Context: an optimization exercise on an open-source flow, tuned for small area, a short achievable clock period and few clock cycles. The choices shown serve that exercise and are no tape-out recipe.
No functional check of the RTL was part of any run shown here.
No activity file was given, so power comes from the tool's default toggle rates.

===== design/flow/config.mk =====
export PLATFORM = sky130hd
export DESIGN_NAME = Calculator_512bit
export DESIGN_NICKNAME = Calculator_512bit
export VERILOG_FILES = /design/flow/design.v
export SDC_FILE = /design/flow/constraint.sdc
export NUM_CORES = 4
export LEC_CHECK = 0
export CAP_MARGIN = 20
export CORE_AREA = 5 5 305 305
export DIE_AREA = 0 0 310 310
export SETUP_SLACK_MARGIN = 3.5
export SLEW_MARGIN = 20
export TNS_END_PERCENT = 0

===== design/flow/flow/abc.script =====
&get -n
&st
&dch
&nf
&put
buffer -c
topo
stime -c
upsize -c
dnsize -c

===== design/flow/flow/run.sh =====
#!/bin/bash
# The standard ORFS layout, with three changes to how it is made:
#  - synthesis maps the logic with a single-pass ABC script (flow/abc.script:
#    one choice computation and one delay-oriented mapping) in place of the
#    standard five-pass speed script; everything else in synthesis, the
#    registers included, is as synth_recipe.tcl makes it;
#  - port buffers use the smallest buffer cell (buf_1); repair_design and
#    repair_timing still resize them where needed;
#  - IO pins may sit on adjacent routing tracks, so a smaller die holds all pins.
# Each tool's output goes to standard.log here and to the ORFS logs under orfs/logs.
set -euo pipefail
W=$(pwd)
export BUFFER_PORTS_ARGS="-buffer_cell sky130_fd_sc_hd__buf_1"
export PLACE_PINS_ARGS="-min_distance 1 -min_distance_in_tracks"
export FLOW_ABC_SCRIPT="$W/flow/abc.script"
{
  head -n 1 synth_recipe.tcl
  cat <<'TCL'
proc abc {args} {
  set i [lsearch -exact $args -script]
  if {$i >= 0} { lset args [expr {$i + 1}] $::env(FLOW_ABC_SCRIPT) }
  yosys abc {*}$args
}
TCL
  tail -n +2 synth_recipe.tcl
} > flow_synth.tcl
sed "s#SYNTH_SCRIPT=[^ ]*#SYNTH_SCRIPT=$W/flow_synth.tcl#" standard.sh > flow_standard.sh
grep -q "SYNTH_SCRIPT=$W/flow_synth.tcl" flow_standard.sh
bash flow_standard.sh > standard.log 2>&1

===== design/flow/constraint.sdc =====
create_clock -name core_clock -period 8.0 [get_ports {iClk}]
set_input_delay 1.6000 -clock core_clock [delete_from_list [all_inputs] [get_ports {iClk}]]
set_output_delay 1.6000 -clock core_clock [all_outputs]
set_load 0.01 [all_outputs]

===== design/flow/design.v =====
`timescale 1ns / 1ps
module Calculator_512bit #(
      parameter OPERAND_WIDTH = 512,
      parameter ADDER_WIDTH   = 128,
      parameter N_ITERATIONS  = OPERAND_WIDTH / ADDER_WIDTH
    )
    (
    input  wire                       iClk,
    input  wire                       iRst,
    input  wire                       iStart,
    input  wire [1:0]                 iSel,
    input  wire [OPERAND_WIDTH-1:0]   iOpA,
    input  wire [OPERAND_WIDTH-1:0]   iOpB,
    output wire [OPERAND_WIDTH:0]     oRes,
    output wire                       oDone);
    localparam W   = OPERAND_WIDTH;
    localparam BLK = 4;              
    localparam NB  = W / BLK;        
    wire          wSub = iSel[1];
    wire [W-1:0]  wT   = iOpB ^ {W{wSub}};
    wire [W-1:0]  wG   = iOpA & wT;
    wire [W-1:0]  wP   = iOpA ^ wT;
    reg  [W-1:0]  wLG, wLP;
    reg  [NB-1:0] wBG, wBP;
    integer i, k, l, j;
    always @(*) begin
        for (k = 0; k < NB; k = k + 1) begin
            wLG[k*BLK] = 1'b0;
            wLP[k*BLK] = 1'b1;
            for (j = 1; j < BLK; j = j + 1) begin
                wLG[k*BLK+j] = wG[k*BLK+j-1] | (wP[k*BLK+j-1] & wLG[k*BLK+j-1]);
                wLP[k*BLK+j] = wP[k*BLK+j-1] & wLP[k*BLK+j-1];
            end
            wBG[k] = wG[k*BLK+BLK-1] | (wP[k*BLK+BLK-1] & wLG[k*BLK+BLK-1]);
            wBP[k] = wP[k*BLK+BLK-1] & wLP[k*BLK+BLK-1];
        end
    end
    reg [NB-1:0] wSG, wSP;
    always @(*) begin
        wSG = wBG;
        wSP = wBP;
        for (l = 0; (1 << l) < NB; l = l + 1)
            for (k = 0; k < NB; k = k + 1)
                if (k & (1 << l)) begin
                    j = (k & ~((2 << l) - 1)) + (1 << l) - 1;
                    wSG[k] = wSG[k] | (wSP[k] & wSG[j]);
                    wSP[k] = wSP[k] & wSP[j];
                end
    end
    wire wCout = wSG[NB-1];         
    wire wEq   = wSP[NB-1];         
    wire wEnd  = wSub & wCout;      
    wire [NB-1:0] wC = {wSG[NB-2:0] | (wSP[NB-2:0] & {(NB-1){wEnd}}), wEnd};
    reg [NB-1:0] rC;
    reg          rCout, rEq, rInv, rAdd, rCmp, rDone;
    always @(posedge iClk) begin
        rC    <= wC ^ {NB{wSub & ~wCout}};    
        rCout <= wCout;
        rEq   <= wEq;
        rInv  <= wSub & ~wCout;
        rAdd  <= (iSel == 2'b01);
        rCmp  <= (iSel == 2'b10);
        rDone <= iStart & ~iRst;
    end
    reg [W-1:0] wCy, wSum;
    always @(*)
        for (k = 0; k < NB; k = k + 1) begin
            wCy[k*BLK] = rC[k];
            for (j = 1; j < BLK; j = j + 1)
                wCy[k*BLK+j] = wP[k*BLK+j-1] ? wCy[k*BLK+j-1] : (iOpA[k*BLK+j-1] ^ rInv);
        end
    always @(*)
        for (i = 0; i < W; i = i + 1)
            wSum[i] = wP[i] ^ wCy[i];
    localparam [W:0] MSG_A  = {"iOpA is larger", 401'd0};
    localparam [W:0] MSG_B  = {"iOpB is larger", 401'd0};
    localparam [W:0] MSG_EQ = {"iOpA equals to iOpB", 361'd0};
    wire [W:0] wMsg = rCout ? MSG_A : (rEq ? MSG_EQ : MSG_B);
    assign oRes  = rCmp ? wMsg : {rAdd & rCout, wSum};
    assign oDone = rDone;
endmodule

===== design/flow/standard.sh =====
#!/bin/bash
# synth_recipe.tcl (not shown) runs the flow's synth.tcl, then flattens the netlist and writes it again
# the make line also repeats each setting of config.mk as NAME=value (left out here)
make -C /OpenROAD-flow-scripts/flow DESIGN_CONFIG=/design/flow/config.mk WORK_HOME=/design/flow/orfs CLKGATE_MAP_FILE= SYNTH_SCRIPT=/design/flow/synth_recipe.tcl "${@:-finish}"

==> impl_metrics.tcl, run 1 <==
set metrics [dict create \
    synth_nets 6748 \
    die_y_um 310 \
    synth_commonest_cells "746 x xnor2_1, 721 x nor2_1, 675 x xor2_1, 512 x ha_1, 486 x o21ai_0" \
    crit_type "in2reg" \
    power_density_nw_per_um2 185 \
    yosysMostFrequentCell "xnor2_1" \
    ir_worst_vdd_uv 197 \
    synthAdderAreaFrac_pct 17.2 \
    worst_ep_arrival_time_ns 5.93 \
    clk_path_buf_depth 2 \
    timing.critical_path.fanout_max 8 \
    cts_hold_buf 0 \
    synth.cell_area_um2 37200 \
    dieArea_um2 96100 \
    slew_violations 0 \
    yosysSeqAreaShare_pct 7.21 \
    routed_wl_mm 204 \
    numCtsBuffers 17 \
    fin_tns_setup_ns 0 \
    synth_top_family_by_area "XOR/XNOR gates" \
    cts_tree "done" \
    port_buffers 1542 \
    status "complete, no violations" \
    boundaryPins 1543 \
    routedWlPerCell_um 25.2 \
    synth_ff_type "dfxtp_1" \
    required_ns 8.38 \
    multi_input_area_um2 34500 \
    placed_area_um2 44400 \
    syn_inst 5207 \
    die_width_um 310 \
    crit_chain "clkbuf_16 -> buf_16 -> bufbuf_16 -> xor2_1 -> ha_1 -> a21o_1 -> a21o_1 -> a21oi_1 -> o21ai_0 -> a21oi_1 -> o21ai_1 -> a21oi_2 -> o21ai_4 -> a21o_4 -> a311o_2 -> buf_12 -> clkbuf_16 -> mux2_2" \
    synthArstFlopShare_pct 0 \
    ys_warn_count 1 \
    cp_slowest_cell "a311o_2" \
    tightest_slew_ns 0.963 \
    synth_edf_count 0 \
    drtAntennaViolNets 0 \
    vias 45800 \
    cp-end-kind "flop" \
    drv_cap 0 \
    overflow 0 \
    final_cells 8108 \
    crit_family "compound AO/OA/AOI/OAI gates" \
    slew_headroom_pct 35.8 \
    final_nets 8345 \
    synth_seq_cells 134 \
    path_depth 18 \
    drive_above_1_share_pct 8.57 \
    grt_pass1_wl_mm 283 \
    cts_sinks 134 \
    fillCellCount 9290 \
    dr.pass1.iters 6 \
    cts_root_buf "clkbuf_16" \
    min_period_ns 5.55 \
    viasPerCell 5.65 \
    grt_max_degree 165 \
    yosysTopAreaCell "xnor2_1" \
    fmax_mhz 180 \
    min_period_over_period_pct 69.4 \
    core-area_um2 89700 \
    design_area_um2 48700 \
    grt_pass1_vias 43200 \
    critPathCapture "rC[51]" \
    crit_path_start "iSel[1]" \
    synth_compound_area_share_pct 18.9 \
    muxShareOfSynthArea_pct 1.40 \
    synth.top_cell.area_share_pct 17.6 \
    synth_area_leaders "xnor2_1 18%, ha_1 17%, xor2_1 16%" \
    critPathLaunchType "input port" \
    grt_antenna_before_repair 132 \
    p_leak_nw 19.5 \
    synth_xor_xnor_area_share_pct 33.5 \
    gp_congestion 1.06 \
    cp_num_buf_inv 5 \
    synth-simple-area-share_pct 18.8 \
    cts_max_level 4 \
    setup_viol 0 \
    hold_viol 0 \
    initial_core_util_pct 41.5 \
    path_clk_slew_ns 0.08 \
    rsz0062_at_grt "yes" \
    rows 110 \
    postSynthAreaPerCell_um2 7.14 \
    synth_cell_types 85 \
    dp_cells 7777 \
    hp-class "in2reg" \
    dp_hpwl_mm 162 \
    max_stage_delay_ns 0.55 \
    drc 0 \
    track_usage_pct 39.3 \
    syn_to_final_growth_pct 30.9 \
    register_area_um2 2690 \
    drt-initial-drc-count 4006 \
]
## per-layer routing
| layer | vias up | global-route usage, % | wire [um] |
|---|---|---|---|
| li1 | 21500 | - | - |
| met1 | 21100 | 43.0 | 74400 |
| met2 | 2436 | 60.8 | 89200 |
| met3 | 802 | 13.1 | 19300 |
| met4 | 50 | 34.6 | 21200 |
| met5 | - | 0.594 | 312 |
## cell type report
type / instances / share of cell area (%)
Clock inverter: 8 / 0.200
Timing Repair Buffer: 1793 / 18.2
Timing Repair inverter: 3 / 0.0540
Multi-Input combinational cell: 4791 / 70.9
Inverter: 64 / 0.522
Tap cell: 1176 / 3.02
Antenna cell: 115 / 0.591
Clock buffer: 24 / 0.989
Sequential cell: 134 / 5.52
## timing repair
item,in CTS,in global routing
pin swaps,83,116
resized for setup,293,162
gates cloned,25,7
setup buffers,82,70
endpoints found under the setup margin,642,641
## cell usage in the layout, fill, tap and decap left out, drive strengths merged, types with 6 or more instances in the layout
master and count:
a21o 88, bufbuf 13, clkbuf 40, a221oi 21
ha 512, nor2 722, nor4 29, and3 9
and2 11, nand3 89, buf 1764, a21oi 386
o21ai 498, o21bai 19, nor2b 17, nand2 426
mux2 17, or4 10, a41oi 12, xnor2 746
diode 115, nand2b 7, o22ai 6, o21a 24
mux2i 33, a21boi 21, or2 20, o31ai 30
nand4 125, dfxtp 134, or3 19, a211oi 17
xor2 675, and4 12, nor3 81, a211o 7
a31oi 42, inv 66, o211ai 17
## registers in the layout, indices dropped and copies added, names as in the netlist
register / count
rC: 128
rDone: 1
rAdd: 1
rEq: 1
rCmp: 1
rCout: 1
rInv: 1
## worst min-delay path by stage
stage / from / endpoint / cells past startpoint
global placement: iRst / rDone / 2
finish: iRst / rDone / 2
CTS: iRst / rDone / 2
floorplan: iSel[0] / rCmp / 1
global route: iRst / rDone / 2
detailed placement: iRst / rDone / 2
## kinds of logic after synthesis
logic type,after synthesis
mux,50
simple gates,1587
xor+xnor,1421
compound gates,1219
flops,134
fa+ha+maj,512
buf+inv,284
## power by group
part	total [W]	internal, W	switching (W)
Combinational	0.00707	0.00274	0.00433
Clock	0.000848	0.000481	0.000367
Sequential	0.00109	0.000855	0.000236
Total	0.00901	0.00408	0.00493
## through the flow
| stage | setup WS (ns) | power, W | util [%] | hold slack [ns] |
|---|---|---|---|---|
| 3_5_place_dp | 0.525 | 0.00752 | 49.5 | 1.78 |
| 2_1_floorplan | 2.30 | 0.00520 | - | 1.67 |
| 3_3_place_gp | 0.596 | 0.00753 | 49.5 | 1.76 |
| 6_report | 2.45 | 0.00901 | 54.3 | 1.24 |
| 5_1_grt | 2.41 | 0.00956 | 54.2 | 1.25 |
| 4_1_cts | 2.55 | 0.00872 | 52.6 | 1.22 |
==> run 2, diff against run 1 <==
--- a/design/flow/design.v
+++ b/design/flow/design.v
@@ -64,12 +64,13 @@
     end
-    reg [W-1:0] wCy, wSum;
-    always @(*)
+    reg [W-1:0] wGe, wEG, wSum;
+    always @(*) begin
+        wGe = ~wP & (iOpA ^ {W{rInv}});
         for (k = 0; k < NB; k = k + 1) begin
-            wCy[k*BLK] = rC[k];
+            wEG[k*BLK] = 1'b0;
             for (j = 1; j < BLK; j = j + 1)
-                wCy[k*BLK+j] = wP[k*BLK+j-1] ? wCy[k*BLK+j-1] : (iOpA[k*BLK+j-1] ^ rInv);
+                wEG[k*BLK+j] = wGe[k*BLK+j-1] | (wP[k*BLK+j-1] & wEG[k*BLK+j-1]);
         end
-    always @(*)
         for (i = 0; i < W; i = i + 1)
-            wSum[i] = wP[i] ^ wCy[i];
+            wSum[i] = wP[i] ^ (wEG[i] | (wLP[i] & rC[i / BLK]));
+    end
     localparam [W:0] MSG_A  = {"iOpA is larger", 401'd0};
==> run 2 against run 1 <==
Effect of this change: still clean on timing, DRC and antenna; non-clock buffer count down 82; synthesized cell count grew 3.4%; clock-buffer cell count fell by 4; flip-flop and latch count unchanged; clock power down 2%; final cell count is 0.96% higher; critical path depth decreased by 6; critical endpoint is now oRes[65]; largest cell class unchanged.
==> impl_metrics.tcl, run 2 <==
set metrics [dict create \
    vias 48400 \
    port_buffers 1542 \
    top_register "rC" \
    largest_reg_flops 128 \
    rows 110 \
    whs_endpoint "rDone" \
    met1Wirelength_mm 76.7 \
    cts_root_buf "clkbuf_16" \
    synth.top_cell.area_share_pct 17.0 \
    synth_xor_xnor_area_share_pct 24.3 \
    viasPerCell 5.92 \
    min_period_over_period_pct 69.2 \
    ir_worst_vdd_uv 193 \
    grt_pass1_wl_mm 291 \
    tightest_slew_ns 1.27 \
    synth_top_family_by_area "simple AND/OR/NAND/NOR gates" \
    min_path_cells 2 \
    fillCellCount 9385 \
    drive_above_1_share_pct 7.25 \
    clk_path_buf_depth 2 \
    synthArstFlopShare_pct 0 \
    power_density_nw_per_um2 175 \
    slew_headroom_pct 15.1 \
    worst_ep_arrival_time_ns 3.93 \
    synth_area_leaders "ha_1 17%, xor2_1 15%, xnor2_1 8.9%" \
    crit_path_start "iSel[1]" \
    fin_tns_setup_ns 0 \
    setup_viol 0 \
    drv_cap 0 \
    synth_edf_count 0 \
    synth-simple-area-share_pct 26.9 \
    routed.top_layer "met5" \
    synth_cell_types 86 \
    yosysSeqAreaShare_pct 7.12 \
    rsz0062_at_grt "yes" \
    routedWlPerCell_um 25.6 \
    grt_pass1_vias 44500 \
    synth_ff_type "dfxtp_1" \
    die_y_um 310 \
    yosysMostFrequentCell "nor2_1" \
    yosysTopAreaCell "ha_1" \
    core-area_um2 89700 \
    met2_wirelength_mm 88.7 \
    initial_core_util_pct 42.0 \
    final_nets 8432 \
    crit_type "in2out" \
    layout_common_cells "1495 x buf_1, 782 x nor2_1, 651 x xor2_1, 509 x nor3_1, 503 x ha_1" \
    grt_max_degree 203 \
    critPathLaunchType "input port" \
    p_leak_nw 19.2 \
    drc 0 \
    min_period_ns 5.53 \
    ys_warn_count 1 \
    met3WireLength_mm 21.4 \
    overflow 0 \
    cts_tree "done" \
    drt-initial-drc-count 5028 \
    slew_violations 0 \
    synth_compound_area_share_pct 21.0 \
    synth_nets 6923 \
    muxShareOfSynthArea_pct 0.840 \
    drtAntennaViolNets 0 \
    dr.pass1.iters 6 \
    min_from "iRst" \
    routed_wl_mm 210 \
    track_usage_pct 40.5 \
    dieArea_um2 96100 \
    numCtsBuffers 17 \
    hold_ws_ns 1.25 \
    cts_max_level 4 \
    boundaryPins 1543 \
    synth_seq_cells 134 \
    cts_sinks 134 \
    hp-class "in2reg" \
    path_clk_slew_ns 0.07 \
    fmax_mhz 181 \
    dp_hpwl_mm 163 \
    final_common_cell "buf_1" \
    gp_congestion 1.11 \
    grt_antenna_before_repair 130 \
    timing.critical_path.fanout_max 6 \
    synthAdderAreaFrac_pct 17.0 \
    required_ns 6.40 \
    syn_inst 5382 \
    synth.cell_area_um2 37700 \
    hold_viol 0 \
    postSynthAreaPerCell_um2 7.00 \
    cp-end-kind "output port" \
    die_width_um 310 \
    synth_commonest_cells "800 x nor2_1, 663 x xor2_1, 525 x nor3_1, 512 x ha_1, 391 x a21oi_1" \
    status "complete, no violations" \
    syn_to_final_growth_pct 28.4 \
]
-- run 2: changes by cell type in the layout (fill, tap and decap cells not counted), sizes merged, moves of 18 or more --
cell,change
nor2,+82
nor3,+448
and3,+18
nand3,-30
nand4,-20
and4,+20
o21ai,-219
and2,+101
o21a,+187
inv,-26
buf,-80
xnor2,-363
nand2,-66
-- run 2: how the worst max path moves through the flow --
stage | end | slack, ns | depth (start not counted)
6_report | oRes[65] | 2.47 | 12
5_1_grt | rC[117] | 2.41 | 18
4_1_cts | oRes[151] | 2.52 | 13
3_5_place_dp | rC[72] | 0.68 | 16
3_3_place_gp | rC[72] | 0.82 | 16
2_1_floorplan | rC[117] | 2.56 | 18
-- run 2: kinds of logic after synthesis --
kind of cell             after synthesis
AO/OA/AOI/OAI                       1237
XOR/XNOR                            1046
adder cells (fa/ha/maj)              512
buffers and inverters                262
flip-flops                           134
multiplexers                          31
AND/OR/NAND/NOR                     2160
-- run 2: through the flow --
step                      cell area (um2)  worst slack (ns)  util, %  power (W)  std cells
after floorplan                     38100              2.56        -    0.00493       5382
after CTS                           47100              2.52     52.5    0.00821       8031
after global placement              44700             0.815     49.9    0.00708       7931
final                               48400              2.47     53.9    0.00847       8186
after detailed placement            44700             0.685     49.9    0.00710       7931
after global routing                48300              2.41     53.8    0.00897       8151
-- run 2: timing repair --
| action | 4_1_cts | 5_1_grt |
|---|---|---|
| resized for setup | 209 | 115 |
| hold buffers | 0 | 0 |
| pin swaps | 70 | 64 |
| endpoints found under the setup margin | 642 | 642 |
| cloned | 24 | 5 |
| setup buffers | 47 | 41 |
-- run 2: report_power, final --
part	internal (W)	switching (W)	total, W
combinational	0.00247	0.00410	0.00657
clock	0.000467	0.000367	0.000834
sequential	0.000869	0.000199	0.00107
-- run 2: cell type report --
cell class	instances	area (um2)	area share (%)
well taps	1176	1470	3.04
diodes	109	273	0.564
clock inverters	9	104	0.215
clock buffers	20	457	0.944
multi-input cells	4987	35000	72.3
inverters	39	163	0.336
flip-flops and latches	134	2690	5.56
repair inverters	1	8.76	0.0181
repair buffers	1711	8210	17.0
-- run 2: critical path, cell delays in order --
cell and delay [ns]:
clkbuf_16 0.17, buf_12 0.14, buf_16 0.14, buf_8 0.13, xor2_1 0.15, ha_1 0.35
buf_6 0.12, nor2_2 0.04, o21a_1 0.21, buf_4 0.14, nor3_2 0.37, buf_1 0.35
-- run 2: per-layer routing --
| layer | global-route usage, % | vias to the layer above |
|---|---|---|
| met1 | 44.8 | 22200 |
| met4 | 36.0 | 60 |
| met2 | 60.7 | 2820 |
| met3 | 14.9 | 952 |
| met5 | 1.19 | - |
| li1 | - | 22400 |

-- re-timing with driven ports --
The flow's constraints put no driver on any port. The routed layouts listed below were extracted and timed again, unchanged, in two steps.
Step 1: set_driving_cell puts a clkbuf_16 on iClk and a buf_2 on each other input, an assumption about the parent block.
Step 2 times the ports against the registers' clock, not the clock port: input delays grow and output delays shrink by t, the midpoint of the rising clock arrivals with the driver on.
Three values: ideal ports, drivers, drivers and shift; two values: the first two.
| run | t (ns) | slack for setup (ns) | hold WS [ns] | worst register clock-pin slew, ns | pins driven straight from the clock port |
|---|---|---|---|---|---|
| run 1 | 0.564 | 2.451 / 2.224 / 1.736 | 1.245 / 1.204 / 1.767 | 0.08 / 0.08 | 1 |
| run 2 | 0.559 | 2.466 / 2.199 / 1.742 | 1.249 / 1.208 / 1.768 | 0.07 / 0.07 | 1 |
After both steps every run listed still meets setup and hold. The setup slack of run 2, which loses most, moves by -0.267 ns with the drivers and by -0.724 ns with both steps.
